What follows belongs to an exercise in optimizing a design on an open flow for small area; a production flow would make more cautious choices. At most, simulation tests tie the RTL to the original design; equivalence was not proved.

==> xenon <==
==> flow/design.v <==
module qga_top (
    input wire clk,
    input wire rst_n,
    input wire host_req,
    input wire [7:0] host_cmd,
    input wire [31:0] host_dna_data,
    input wire [7:0] host_aging_factor,
    output wire host_ack,
    output wire [31:0] host_result_data,
    output wire [15:0] host_entropy_data,
    output wire [7:0] host_mutation_count,
    output wire host_data_valid,
    output reg [7:0] batch_progress,
    output reg batch_complete,
    output reg error_flag,
    output reg [15:0] total_sequences_processed
);
    localparam S_IDLE = 3'd0, S_DEC = 3'd1, S_SETUP = 3'd2, S_WAIT = 3'd3,
               S_COLL = 3'd4, S_SEND = 3'd5, S_BATCH = 3'd6, S_ERR = 3'd7;
    reg [2:0] st;
    reg [3:0] cnt;           
    reg [3:0] cc;            
    reg ack;
    reg [1:0] gate_sel;
    reg [7:0] cfg_aging;
    reg [7:0] aging;         
    reg [4:0] bcnt;
    reg [4:0] bsize;
    reg cont;
    reg [15:0] lfsr;
    reg [31:0] q;            
    reg [3:0] mp;            
    reg [31:0] r;            
    reg [4:0] m;             
    reg m_stat, m_err;       
    reg [5:0] wptr, rptr;
    reg full, pend;
    reg [2:0] phi;           
    wire lt = lfsr[7:0] < aging;
    localparam [13*5-1:0] SMK = {5'd29, 5'd17, 5'd21, 5'd9, 5'd13, 5'd1, 5'd5, 5'd25, 5'd29, 5'd17, 5'd21, 5'd9, 5'd13};
    localparam [13*5-1:0] SDK = {5'd31, 5'd26, 5'd23, 5'd0, 5'd9, 5'd9, 5'd4, 5'd4, 5'd26, 5'd1, 5'd26, 5'd15, 5'd20};
    localparam [13*3-1:0] SEK = {3'd4, 3'd1, 3'd2, 3'd7, 3'd0, 3'd5, 3'd6, 3'd3, 3'd4, 3'd1, 3'd2, 3'd7, 3'd0};
    wire [24:0] syn;
    wire ag_big = cfg_aging > 8'h20;
    genvar gk;
    generate
        for (gk = 0; gk < 13; gk = gk + 1) begin : g_syn
            wire [4:0] uk = SMK[5*gk +: 5] * cfg_aging[4:0] + SDK[5*gk +: 5];
            wire ltk = (uk < cfg_aging[7:3]) || (uk == cfg_aging[7:3] && SEK[3*gk +: 3] < cfg_aging[2:0]);
            assign syn[2*gk] = SEK[3*gk] ^ (ag_big & ltk);
            if (gk < 12) begin : g_hi
                assign syn[2*gk+1] = SEK[3*gk+1];
            end
        end
    endgenerate
    function [31:0] gate_step;
        input [31:0] d;
        input [1:0] p;
        input [1:0] g;
        input [15:0] rnd;
        input ltc;
        integer b;
        begin
            gate_step = d;
            for (b = 0; b < 16; b = b + 1) begin
                case (g)
                    2'b00: if (b % 4 == p) gate_step[2*b +: 2] = d[2*b +: 2] ^ rnd[1:0];
                    2'b01: if (b < 15 && b % 4 == p && !d[2*b])
                               gate_step[2*b+2 +: 2] = d[2*b+2 +: 2] ^ 2'b01;
                    2'b10: if (b < 14 && b % 4 == p && d[2*b +: 2] == 2'b10 && d[2*b+2 +: 2] == 2'b11)
                               gate_step[2*b+4 +: 2] = d[2*b+4 +: 2] ^ 2'b11;
                    2'b11: if (ltc && b % 8 == {1'b0, p}) gate_step[2*b +: 2] = d[2*b +: 2] ^ rnd[9:8];
                endcase
            end
        end
    endfunction
    wire [31:0] mut_mask;
    genvar gb;
    generate
        for (gb = 0; gb < 16; gb = gb + 1) begin : g_mut
            assign mut_mask[2*gb] = 1'b0;
            assign mut_mask[2*gb+1] = lfsr[2*(gb%8)] & lt;
        end
    endgenerate
    wire [3:0] pc8 = lfsr[0] + lfsr[2] + lfsr[4] + lfsr[6] + lfsr[8] + lfsr[10] + lfsr[12] + lfsr[14];
    reg [29*64-1:0] ring;
    wire [28:0] wdata = {q[24:0], mp};
    wire wr = pend && (phi == ~wptr[2:0]);
    integer bi, pi;
    always @(posedge clk) begin
        for (bi = 0; bi < 8; bi = bi + 1) begin
            for (pi = 1; pi < 8; pi = pi + 1)
                ring[29*(bi*8+pi) +: 29] <= ring[29*(bi*8+pi-1) +: 29];
            ring[29*(bi*8) +: 29] <= (wr && wptr[5:3] == bi) ? wdata : ring[29*(bi*8+7) +: 29];
        end
    end
    reg [28:0] hd;
    wire [5:0] rptr_n;
    wire [2:0] tpos = rptr_n[2:0] + phi;
    wire tap = (tpos == 3'd0) || (tpos == 3'd3) || (tpos == 3'd6);
    reg [28:0] tdata;
    integer ri;
    always @(*) begin
        tdata = 29'd0;
        for (ri = 0; ri < 8; ri = ri + 1) begin
            tdata = tdata | ({29{rptr_n[5:3] == ri && tpos == 3'd0}} & ring[29*(ri*8+0) +: 29])
                          | ({29{rptr_n[5:3] == ri && tpos == 3'd3}} & ring[29*(ri*8+3) +: 29])
                          | ({29{rptr_n[5:3] == ri && tpos == 3'd6}} & ring[29*(ri*8+6) +: 29]);
        end
    end
    always @(posedge clk) begin
        if (pend && rptr_n == wptr)
            hd <= wdata;
        else if (tap)
            hd <= tdata;
    end
    reg [4:0] c0, c1, c2, c3;
    reg [8:0] sq;
    integer ei;
    always @(*) begin
        c0 = 0; c1 = 0; c2 = 0; c3 = 0;
        for (ei = 0; ei < 16; ei = ei + 1) begin
            c0 = c0 + (r[2*ei +: 2] == 2'd0);
            c1 = c1 + (r[2*ei +: 2] == 2'd1);
            c2 = c2 + (r[2*ei +: 2] == 2'd2);
            c3 = c3 + (r[2*ei +: 2] == 2'd3);
        end
        sq = c0 * c0 + c1 * c1 + c2 * c2 + c3 * c3;
    end
    assign host_ack = ack;
    assign host_data_valid = ack & ~error_flag;
    assign host_result_data = {r[31:16] & {16{~m_stat}}, r[15:0]};
    assign host_entropy_data = m_err ? 16'hFFFF : m_stat ? r[31:16] : {7'h7F, ~sq};
    assign host_mutation_count = {{3{m_err}}, m};
    wire pop_ok = (rptr != wptr) || full || pend;
    wire do_pop = st == S_DEC && cc == 4'd7 && pop_ok;
    wire do_clr = st == S_DEC && cc == 4'd5;
    assign rptr_n = do_clr ? 6'd0 : do_pop ? rptr + 6'd1 : rptr;
    reg [11:0] dv;
    wire [11:0] pnum = bcnt * 7'd100;
    wire [5:0] dvt = dv[11:6];
    wire dvge = dvt >= {1'b0, bsize};
    wire [5:0] dvs = dvt - {1'b0, bsize};
    always @(posedge clk) begin
        if (st == S_WAIT && cnt == 4'd4)
            dv <= pnum;
        else
            dv <= {dvge ? dvs[4:0] : dvt[4:0], dv[5:0], dvge};
    end
    always @(posedge clk or negedge rst_n) begin
        if (!rst_n)
            lfsr <= 16'hACE1;
        else
            lfsr <= {lfsr[14:0], lfsr[15] ^ lfsr[13] ^ lfsr[12] ^ lfsr[10]};
    end
    always @(posedge clk or negedge rst_n) begin
        if (!rst_n)
            phi <= 3'd0;
        else
            phi <= phi + 3'd1;
    end
    always @(posedge clk) begin
        if (st == S_IDLE && host_req)
            cc <= (host_cmd[7:4] == 4'd0 && host_cmd[3:0] >= 4'd1 && host_cmd[3:0] <= 4'd8) ? host_cmd[3:0] : 4'd0;
        if (st == S_DEC && cc == 4'd1) begin
            q <= host_dna_data;
            aging <= host_aging_factor;
        end
        if (st == S_DEC && cc == 4'd2)
            bsize <= host_dna_data[4:0];
        if (st == S_BATCH)
            aging <= cfg_aging;
        if (st == S_SETUP || st == S_BATCH)
            cnt <= 4'd0;
        else
            cnt <= cnt + 4'd1;
        if (st == S_WAIT) begin
            if (cnt == 4'd1)
                q <= (cc == 4'd2 ? {7'h0, syn} : q) ^ {16'h0, lfsr};
            else if (cnt >= 4'd2 && cnt <= 4'd5)
                q <= gate_step(q, cnt[1:0] - 2'd2, gate_sel, lfsr, lt);
            else if (cnt == 4'd6) begin
                q <= q ^ mut_mask;
                mp <= lt ? pc8 : 4'd0;
            end
        end
    end
    always @(posedge clk or negedge rst_n) begin
        if (!rst_n) begin
            st <= S_IDLE;
            ack <= 1'b0;
            error_flag <= 1'b0;
            batch_progress <= 8'd0;
            batch_complete <= 1'b0;
            total_sequences_processed <= 16'd0;
            gate_sel <= 2'b00;
            cfg_aging <= 8'h10;
            bcnt <= 5'd0;
            cont <= 1'b0;
            r <= 32'd0;
            m <= 5'd0;
            m_stat <= 1'b1;
            m_err <= 1'b0;
            wptr <= 6'd0;
            rptr <= 6'd0;
            full <= 1'b0;
            pend <= 1'b0;
        end else begin
            if (st == S_WAIT && cnt == 4'd6 && !full)
                pend <= 1'b1;
            if (wr) begin
                pend <= 1'b0;
                wptr <= wptr + 6'd1;
                if (wptr + 6'd1 == rptr)
                    full <= 1'b1;
            end
            case (st)
                S_IDLE: begin
                    ack <= 1'b0;
                    error_flag <= 1'b0;
                    if (host_req)
                        st <= S_DEC;
                end
                S_DEC: begin
                    case (cc)
                        4'd1: st <= S_SETUP;
                        4'd2: begin
                            bcnt <= 5'd0;
                            batch_complete <= 1'b0;
                            st <= S_BATCH;
                        end
                        4'd3: begin
                            gate_sel <= host_dna_data[1:0];
                            st <= S_SEND;
                        end
                        4'd6: begin
                            cfg_aging <= host_aging_factor;
                            st <= S_SEND;
                        end
                        4'd4: begin
                            r <= {total_sequences_processed, batch_progress, 8'h0};
                            m <= {4'h0, batch_complete};
                            m_stat <= 1'b1;
                            m_err <= 1'b0;
                            st <= S_SEND;
                        end
                        4'd5: begin
                            total_sequences_processed <= 16'd0;
                            wptr <= 6'd0;
                            rptr <= 6'd0;
                            full <= 1'b0;
                            pend <= 1'b0;
                            st <= S_SEND;
                        end
                        4'd7: begin
                            if (pop_ok) begin
                                r <= {7'h0, hd[28:4]};
                                m <= {hd[3:0], 1'b0};
                                m_stat <= 1'b0;
                                m_err <= 1'b0;
                                rptr <= rptr + 6'd1;
                                full <= 1'b0;
                            end
                            st <= S_SEND;
                        end
                        4'd8: begin
                            cont <= host_dna_data[0];
                            st <= S_SEND;
                        end
                        default: st <= S_ERR;
                    endcase
                end
                S_SETUP: st <= S_WAIT;
                S_WAIT: if (cnt == 4'd10) st <= S_COLL;
                S_COLL: begin
                    r <= {7'h0, q[24:0]};
                    m <= {mp, 1'b0};
                    m_stat <= 1'b0;
                    m_err <= 1'b0;
                    total_sequences_processed <= total_sequences_processed + 16'd1;
                    st <= (cc == 4'd2) ? S_BATCH : S_SEND;
                end
                S_SEND: begin
                    ack <= 1'b1;
                    if ((cont && cc == 4'd1) || !host_req)
                        st <= S_IDLE;
                end
                S_BATCH: begin
                    if (bcnt < bsize) begin
                        bcnt <= bcnt + 5'd1;
                        batch_progress <= (bcnt == 5'd0) ? 8'd0 : {1'b0, dv[6:0]};
                        st <= S_WAIT;
                    end else begin
                        batch_complete <= 1'b1;
                        batch_progress <= 8'd100;
                        st <= S_SEND;
                    end
                end
                S_ERR: begin
                    error_flag <= 1'b1;
                    ack <= 1'b1;
                    r <= 32'hDEADBEEF;
                    m <= 5'h1F;
                    m_stat <= 1'b0;
                    m_err <= 1'b1;
                    if (!host_req)
                        st <= S_IDLE;
                end
            endcase
        end
    end
endmodule
==> flow/run.sh <==
#!/bin/bash
# synth_recipe.tcl (not shown) runs the flow's synth.tcl, then flattens the netlist and writes it again
# the make line also repeats each setting of config.mk as NAME=value (left out here)
make -C /OpenROAD-flow-scripts/flow DESIGN_CONFIG=/design/flow/config.mk WORK_HOME=/design/flow/orfs CLKGATE_MAP_FILE= SYNTH_SCRIPT=/design/flow/synth_recipe.tcl finish
==> flow/config.mk <==
export PLATFORM = sky130hd
export DESIGN_NAME = qga_top
export DESIGN_NICKNAME = qga_top
export VERILOG_FILES = /design/flow/design.v
export SDC_FILE = /design/flow/constraint.sdc
export NUM_CORES = 8
export LEC_CHECK = 0
export CAP_MARGIN = 20
export CORE_MARGIN = 2
export CORE_UTILIZATION = 60
export CTS_BUF_LIST = sky130_fd_sc_hd__clkbuf_4
export SLEW_MARGIN = 20
==> flow/constraint.sdc <==
create_clock -name core_clock -period 100.0 [get_ports {clk}]
set_input_delay 20.0000 -clock core_clock [delete_from_list [all_inputs] [get_ports {clk}]]
set_output_delay 20.0000 -clock core_clock [all_outputs]
set_load 0.01 [all_outputs]
==> pepper (differences from xenon) <==
==> flow/design.v, changed modules only <==
module qga_top (
    input wire clk,
    input wire rst_n,
    input wire host_req,
    input wire [7:0] host_cmd,
    input wire [31:0] host_dna_data,
    input wire [7:0] host_aging_factor,
    output wire host_ack,
    output wire [31:0] host_result_data,
    output wire [15:0] host_entropy_data,
    output wire [7:0] host_mutation_count,
    output wire host_data_valid,
    output reg [7:0] batch_progress,
    output reg batch_complete,
    output reg error_flag,
    output reg [15:0] total_sequences_processed
);
    localparam S_IDLE = 3'd0, S_DEC = 3'd1, S_SETUP = 3'd2, S_WAIT = 3'd3,
               S_COLL = 3'd4, S_SEND = 3'd5, S_BATCH = 3'd6, S_ERR = 3'd7;
    reg [2:0] st;
    reg [3:0] cnt;           
    reg [3:0] cc;            
    reg ack;
    reg [1:0] gate_sel;
    reg [7:0] cfg_aging;
    reg [7:0] aging;         
    reg [4:0] bcnt;
    reg [4:0] bsize;
    reg cont;
    reg [15:0] lfsr;
    reg [24:0] q;            
    reg [3:0] mp;            
    reg [31:0] r;            
    reg [4:0] m;             
    reg m_stat, m_err;       
    reg [5:0] wptr, rptr;
    reg full, pend;
    reg [2:0] phi;           
    wire lt = lfsr[7:0] < aging;
    localparam [13*5-1:0] SMK = {5'd29, 5'd17, 5'd21, 5'd9, 5'd13, 5'd1, 5'd5, 5'd25, 5'd29, 5'd17, 5'd21, 5'd9, 5'd13};
    localparam [13*5-1:0] SDK = {5'd31, 5'd26, 5'd23, 5'd0, 5'd9, 5'd9, 5'd4, 5'd4, 5'd26, 5'd1, 5'd26, 5'd15, 5'd20};
    localparam [13*3-1:0] SEK = {3'd4, 3'd1, 3'd2, 3'd7, 3'd0, 3'd5, 3'd6, 3'd3, 3'd4, 3'd1, 3'd2, 3'd7, 3'd0};
    wire [24:0] syn;
    wire ag_big = cfg_aging > 8'h20;
    genvar gk;
    generate
        for (gk = 0; gk < 13; gk = gk + 1) begin : g_syn
            wire [4:0] uk = SMK[5*gk +: 5] * cfg_aging[4:0] + SDK[5*gk +: 5];
            wire ltk = (uk < cfg_aging[7:3]) || (uk == cfg_aging[7:3] && SEK[3*gk +: 3] < cfg_aging[2:0]);
            assign syn[2*gk] = SEK[3*gk] ^ (ag_big & ltk);
            if (gk < 12) begin : g_hi
                assign syn[2*gk+1] = SEK[3*gk+1];
            end
        end
    endgenerate
    wire w_init = st == S_WAIT && cnt == 4'd1;
    wire w_gate = st == S_WAIT && cnt >= 4'd2 && cnt <= 4'd5;
    wire w_mut = st == S_WAIT && cnt == 4'd6;
    wire [1:0] gp = cnt[1:0] - 2'd2;
    wire [3:0] ph = {gp == 2'd3, gp == 2'd2, gp == 2'd1, gp == 2'd0};
    wire gh = w_gate && gate_sel == 2'd0;    
    wire gn = w_gate && gate_sel == 2'd1;    
    wire gt = w_gate && gate_sel == 2'd2;    
    wire gc = w_gate && gate_sel == 2'd3 && lt;   
    wire [24:0] dq;
    genvar gb;
    generate
        for (gb = 0; gb < 13; gb = gb + 1) begin : g_dq
            wire r0 = ph[gb % 4];
            wire rn = (gb >= 1) ? ph[(gb + 3) % 4] & ~q[2*gb-2 + (gb == 0 ? 2 : 0)] : 1'b0;
            wire rt = (gb >= 2) ? ph[(gb + 2) % 4] & (q[2*gb-4 + (gb < 2 ? 4 : 0) +: 4] == 4'b1110) : 1'b0;
            wire cu = (gb % 8) < 4;
            wire d0 = (r0 & gh & lfsr[0]) | (r0 & cu & gc & lfsr[8]) | (gn & rn) | (gt & rt);
            wire d1 = (r0 & gh & lfsr[1]) | (r0 & cu & gc & lfsr[9]) | (gt & rt)
                      | (w_mut & lt & lfsr[2*(gb%8)]);
            if (gb < 8) begin : g_lo
                assign dq[2*gb] = d0 | (w_init & lfsr[2*gb]);
                assign dq[2*gb+1] = d1 | (w_init & lfsr[2*gb+1]);
            end else if (gb < 12) begin : g_hi
                assign dq[2*gb] = d0;
                assign dq[2*gb+1] = d1;
            end else begin : g_top
                assign dq[2*gb] = d0;
            end
        end
    endgenerate
    wire [3:0] pc8 = lfsr[0] + lfsr[2] + lfsr[4] + lfsr[6] + lfsr[8] + lfsr[10] + lfsr[12] + lfsr[14];
    reg [29*64-1:0] ring;
    wire [28:0] wdata = {q, mp};
    wire wr = pend && (phi == ~wptr[2:0]);
    integer bi, pi;
    always @(posedge clk) begin
        for (bi = 0; bi < 8; bi = bi + 1) begin
            for (pi = 1; pi < 8; pi = pi + 1)
                ring[29*(bi*8+pi) +: 29] <= ring[29*(bi*8+pi-1) +: 29];
            ring[29*(bi*8) +: 29] <= (wr && wptr[5:3] == bi) ? wdata : ring[29*(bi*8+7) +: 29];
        end
    end
    reg [28:0] hd;
    wire [5:0] rptr_n;
    wire [2:0] tpos = rptr_n[2:0] + phi;
    wire tap = (tpos == 3'd0) || (tpos == 3'd3) || (tpos == 3'd6);
    reg [28:0] tdata;
    integer ri;
    always @(*) begin
        tdata = 29'd0;
        for (ri = 0; ri < 8; ri = ri + 1) begin
            tdata = tdata | ({29{rptr_n[5:3] == ri && tpos == 3'd0}} & ring[29*(ri*8+0) +: 29])
                          | ({29{rptr_n[5:3] == ri && tpos == 3'd3}} & ring[29*(ri*8+3) +: 29])
                          | ({29{rptr_n[5:3] == ri && tpos == 3'd6}} & ring[29*(ri*8+6) +: 29]);
        end
    end
    always @(posedge clk) begin
        if (pend && rptr_n == wptr)
            hd <= wdata;
        else if (tap)
            hd <= tdata;
    end
    wire [11:0] ba, bt, bg, bc;
    genvar ge;
    generate
        for (ge = 0; ge < 12; ge = ge + 1) begin : g_ent
            assign ba[ge] = ~r[2*ge+1] & ~r[2*ge];
            assign bt[ge] = ~r[2*ge+1] &  r[2*ge];
            assign bg[ge] =  r[2*ge+1] & ~r[2*ge];
            assign bc[ge] =  r[2*ge+1] &  r[2*ge];
        end
    endgenerate
    function [3:0] pop12;
        input [11:0] v;
        reg [1:0] p0, p1, p2, p3;
        reg [2:0] h0, h1;
        begin
            p0 = v[0] + v[1] + v[2];
            p1 = v[3] + v[4] + v[5];
            p2 = v[6] + v[7] + v[8];
            p3 = v[9] + v[10] + v[11];
            h0 = p0 + p1;
            h1 = p2 + p3;
            pop12 = h0 + h1;
        end
    endfunction
    function [8:0] sqa;
        input [4:0] v;
        case (v)
            5'd3: sqa = 9'd9;     5'd4: sqa = 9'd16;    5'd5: sqa = 9'd25;    5'd6: sqa = 9'd36;
            5'd7: sqa = 9'd49;    5'd8: sqa = 9'd64;    5'd9: sqa = 9'd81;    5'd10: sqa = 9'd100;
            5'd11: sqa = 9'd121;  5'd12: sqa = 9'd144;  5'd13: sqa = 9'd169;  5'd14: sqa = 9'd196;
            5'd15: sqa = 9'd225;  5'd16: sqa = 9'd256;  default: sqa = 9'bx;
        endcase
    endfunction
    function [7:0] sqb;
        input [3:0] v;
        case (v)
            4'd0: sqb = 8'd0;     4'd1: sqb = 8'd1;     4'd2: sqb = 8'd4;     4'd3: sqb = 8'd9;
            4'd4: sqb = 8'd16;    4'd5: sqb = 8'd25;    4'd6: sqb = 8'd36;    4'd7: sqb = 8'd49;
            4'd8: sqb = 8'd64;    4'd9: sqb = 8'd81;    4'd10: sqb = 8'd100;  4'd11: sqb = 8'd121;
            4'd12: sqb = 8'd144;  4'd13: sqb = 8'd169;  default: sqb = 8'bx;
        endcase
    endfunction
    wire [4:0] cnt_a = pop12(ba) + 5'd3 + {4'd0, ~r[24]};
    wire [3:0] cnt_t = pop12(bt) + {3'd0, r[24]};
    wire [8:0] sq = sqa(cnt_a) + sqb(cnt_t) + sqb(pop12(bg)) + sqb(pop12(bc));
    assign host_ack = ack;
    assign host_data_valid = ack & ~error_flag;
    assign host_result_data = {r[31:16] & {16{~m_stat}}, r[15:0]};
    assign host_entropy_data = m_err ? 16'hFFFF : m_stat ? r[31:16] : {7'h7F, ~sq};
    assign host_mutation_count = {{3{m_err}}, m};
    wire pop_ok = (rptr != wptr) || full || pend;
    wire do_pop = st == S_DEC && cc == 4'd7 && pop_ok;
    wire do_clr = st == S_DEC && cc == 4'd5;
    assign rptr_n = do_clr ? 6'd0 : do_pop ? rptr + 6'd1 : rptr;
    reg [11:0] dv;
    wire [11:0] pnum = bcnt * 7'd100;
    wire [5:0] dvt = dv[11:6];
    wire dvge = dvt >= {1'b0, bsize};
    wire [5:0] dvs = dvt - {1'b0, bsize};
    always @(posedge clk) begin
        if (st == S_WAIT && cnt == 4'd4)
            dv <= pnum;
        else
            dv <= {dvge ? dvs[4:0] : dvt[4:0], dv[5:0], dvge};
    end
    always @(posedge clk or negedge rst_n) begin
        if (!rst_n)
            lfsr <= 16'hACE1;
        else
            lfsr <= {lfsr[14:0], lfsr[15] ^ lfsr[13] ^ lfsr[12] ^ lfsr[10]};
    end
    always @(posedge clk or negedge rst_n) begin
        if (!rst_n)
            phi <= 3'd0;
        else
            phi <= phi + 3'd1;
    end
    always @(posedge clk) begin
        if (st == S_IDLE && host_req)
            cc <= (host_cmd[7:4] == 4'd0 && host_cmd[3:0] >= 4'd1 && host_cmd[3:0] <= 4'd8) ? host_cmd[3:0] : 4'd0;
        if (st == S_DEC && cc == 4'd1) begin
            q <= host_dna_data[24:0];
            aging <= host_aging_factor;
        end
        if (st == S_DEC && cc == 4'd2)
            bsize <= host_dna_data[4:0];
        if (st == S_BATCH)
            aging <= cfg_aging;
        if (st == S_SETUP || st == S_BATCH)
            cnt <= 4'd0;
        else
            cnt <= cnt + 4'd1;
        if (w_init || w_gate || w_mut)
            q <= ((w_init && cc == 4'd2) ? syn : q) ^ dq;
        if (w_mut)
            mp <= lt ? pc8 : 4'd0;
    end
    always @(posedge clk or negedge rst_n) begin
        if (!rst_n) begin
            st <= S_IDLE;
            ack <= 1'b0;
            error_flag <= 1'b0;
            batch_progress <= 8'd0;
            batch_complete <= 1'b0;
            total_sequences_processed <= 16'd0;
            gate_sel <= 2'b00;
            cfg_aging <= 8'h10;
            bcnt <= 5'd0;
            cont <= 1'b0;
            r <= 32'd0;
            m <= 5'd0;
            m_stat <= 1'b1;
            m_err <= 1'b0;
            wptr <= 6'd0;
            rptr <= 6'd0;
            full <= 1'b0;
            pend <= 1'b0;
        end else begin
            if (st == S_WAIT && cnt == 4'd6 && !full)
                pend <= 1'b1;
            if (wr) begin
                pend <= 1'b0;
                wptr <= wptr + 6'd1;
                if (wptr + 6'd1 == rptr)
                    full <= 1'b1;
            end
            case (st)
                S_IDLE: begin
                    ack <= 1'b0;
                    error_flag <= 1'b0;
                    if (host_req)
                        st <= S_DEC;
                end
                S_DEC: begin
                    case (cc)
                        4'd1: st <= S_SETUP;
                        4'd2: begin
                            bcnt <= 5'd0;
                            batch_complete <= 1'b0;
                            st <= S_BATCH;
                        end
                        4'd3: begin
                            gate_sel <= host_dna_data[1:0];
                            st <= S_SEND;
                        end
                        4'd6: begin
                            cfg_aging <= host_aging_factor;
                            st <= S_SEND;
                        end
                        4'd4: begin
                            r <= {total_sequences_processed, batch_progress, 8'h0};
                            m <= {4'h0, batch_complete};
                            m_stat <= 1'b1;
                            m_err <= 1'b0;
                            st <= S_SEND;
                        end
                        4'd5: begin
                            total_sequences_processed <= 16'd0;
                            wptr <= 6'd0;
                            rptr <= 6'd0;
                            full <= 1'b0;
                            pend <= 1'b0;
                            st <= S_SEND;
                        end
                        4'd7: begin
                            if (pop_ok) begin
                                r <= {7'h0, hd[28:4]};
                                m <= {hd[3:0], 1'b0};
                                m_stat <= 1'b0;
                                m_err <= 1'b0;
                                rptr <= rptr + 6'd1;
                                full <= 1'b0;
                            end
                            st <= S_SEND;
                        end
                        4'd8: begin
                            cont <= host_dna_data[0];
                            st <= S_SEND;
                        end
                        default: st <= S_ERR;
                    endcase
                end
                S_SETUP: st <= S_WAIT;
                S_WAIT: if (cnt == 4'd10) st <= S_COLL;
                S_COLL: begin
                    r <= {7'h0, q};
                    m <= {mp, 1'b0};
                    m_stat <= 1'b0;
                    m_err <= 1'b0;
                    total_sequences_processed <= total_sequences_processed + 16'd1;
                    st <= (cc == 4'd2) ? S_BATCH : S_SEND;
                end
                S_SEND: begin
                    ack <= 1'b1;
                    if ((cont && cc == 4'd1) || !host_req)
                        st <= S_IDLE;
                end
                S_BATCH: begin
                    if (bcnt < bsize) begin
                        bcnt <= bcnt + 5'd1;
                        batch_progress <= (bcnt == 5'd0) ? 8'd0 : {1'b0, dv[6:0]};
                        st <= S_WAIT;
                    end else begin
                        batch_complete <= 1'b1;
                        batch_progress <= 8'd100;
                        st <= S_SEND;
                    end
                end
                S_ERR: begin
                    error_flag <= 1'b1;
                    ack <= 1'b1;
                    r <= 32'hDEADBEEF;
                    m <= 5'h1F;
                    m_stat <= 1'b0;
                    m_err <= 1'b1;
                    if (!host_req)
                        st <= S_IDLE;
                end
            endcase
        end
    end
endmodule
CTS_BUF_LIST = sky130_fd_sc_hd__clkbuf_8   (was sky130_fd_sc_hd__clkbuf_4)
CTS_CLUSTER_DIAMETER = 50   (was default)
CTS_CLUSTER_SIZE = 20   (was default)
==> qor summary <==
| quantity | xenon | pepper |
|---|---|---|
| Placement Cell Area | 66800 um^2 | 64400 um^2 |
| Met3 usage in global routing | 0.0613 | 0.0586 |
| Proportion of synthesized chip area in sequential cells | 0.664 | 0.694 |
| Non-clock inverter total of the final layout | 195 | 120 |
| Total number of nets in the final design | 5751 | 5082 |
| Synth cell types | 97 | 96 |
| Final clock period utilization by the worst path | 0.312 | 0.285 |
| Maximum buffer depth of the clock tree | 4 | 3 |
| Worst Path Buf+Inv | 8 | 4 |
| Synth top area share | 0.586 | 0.609 |
| Slew Limit Headroom | 0.206 | 0.215 |
| Crit path max fanout | 7 | 6 |
| Startpoint of the most critical setup path | r[2]$_DFFE_PN0P_ | r[13]$_DFFE_PN0P_ |
| Synthesized netlist cell count | 4991 | 4724 |
| Run status | no timing/DRC/antenna violations | no timing/DRC/antenna violations |
| Final Core Density | 0.690 | 0.661 |
| Maximum achievable frequency | 0.0320 GHz | 0.0351 GHz |
| Clock latency of the later-clocked register in the worst-skew pair | 1300 ps | 870 ps |
| Well tap count | 1391 | 1368 |
| Maximum number of pins on one net before global-route repair | 75 | 72 |
| Average routed wire per standard cell | 24.3 um | 26.8 um |
| Flip-flop and latch share of the layout cell area | 0.584 | 0.635 |
| Combined area of the multi-input logic cells | 19800 um^2 | 17600 um^2 |
| Non-clock buffering overhead | 0.0271 | 0.0288 |
Only the layout flow was run in xenon; the RTL was not checked for function there.

separate check: timing with driven ports:
The flow's constraints put no driver on any port. The routed layouts listed below were extracted and timed again, unchanged, in two steps.
Step 1: set_driving_cell puts a clkbuf_16 on clk and a buf_2 on each other input, an assumption about the parent block.
Step 2 moves the port delays by t, midway between the first and last clock arrival at a register: inputs arrive t later, outputs are due t later. That takes back most of the time a late clock gives input paths.
Slacks: ideal / step 1 / step 2; pairs: ideal / step 1.
| run | t (ns) | setup WS [ns] | worst setup path after step 2 | worst slew at a driven data input, ns |
|---|---|---|---|---|
| xenon | 1.280 | 68.792 / 68.724 / 70.003 | register to output | 0.04 |
| pepper | 0.913 | 71.516 / 71.452 / 72.365 | register to output | 0.05 |
After both steps setup and hold are still met in every run listed.
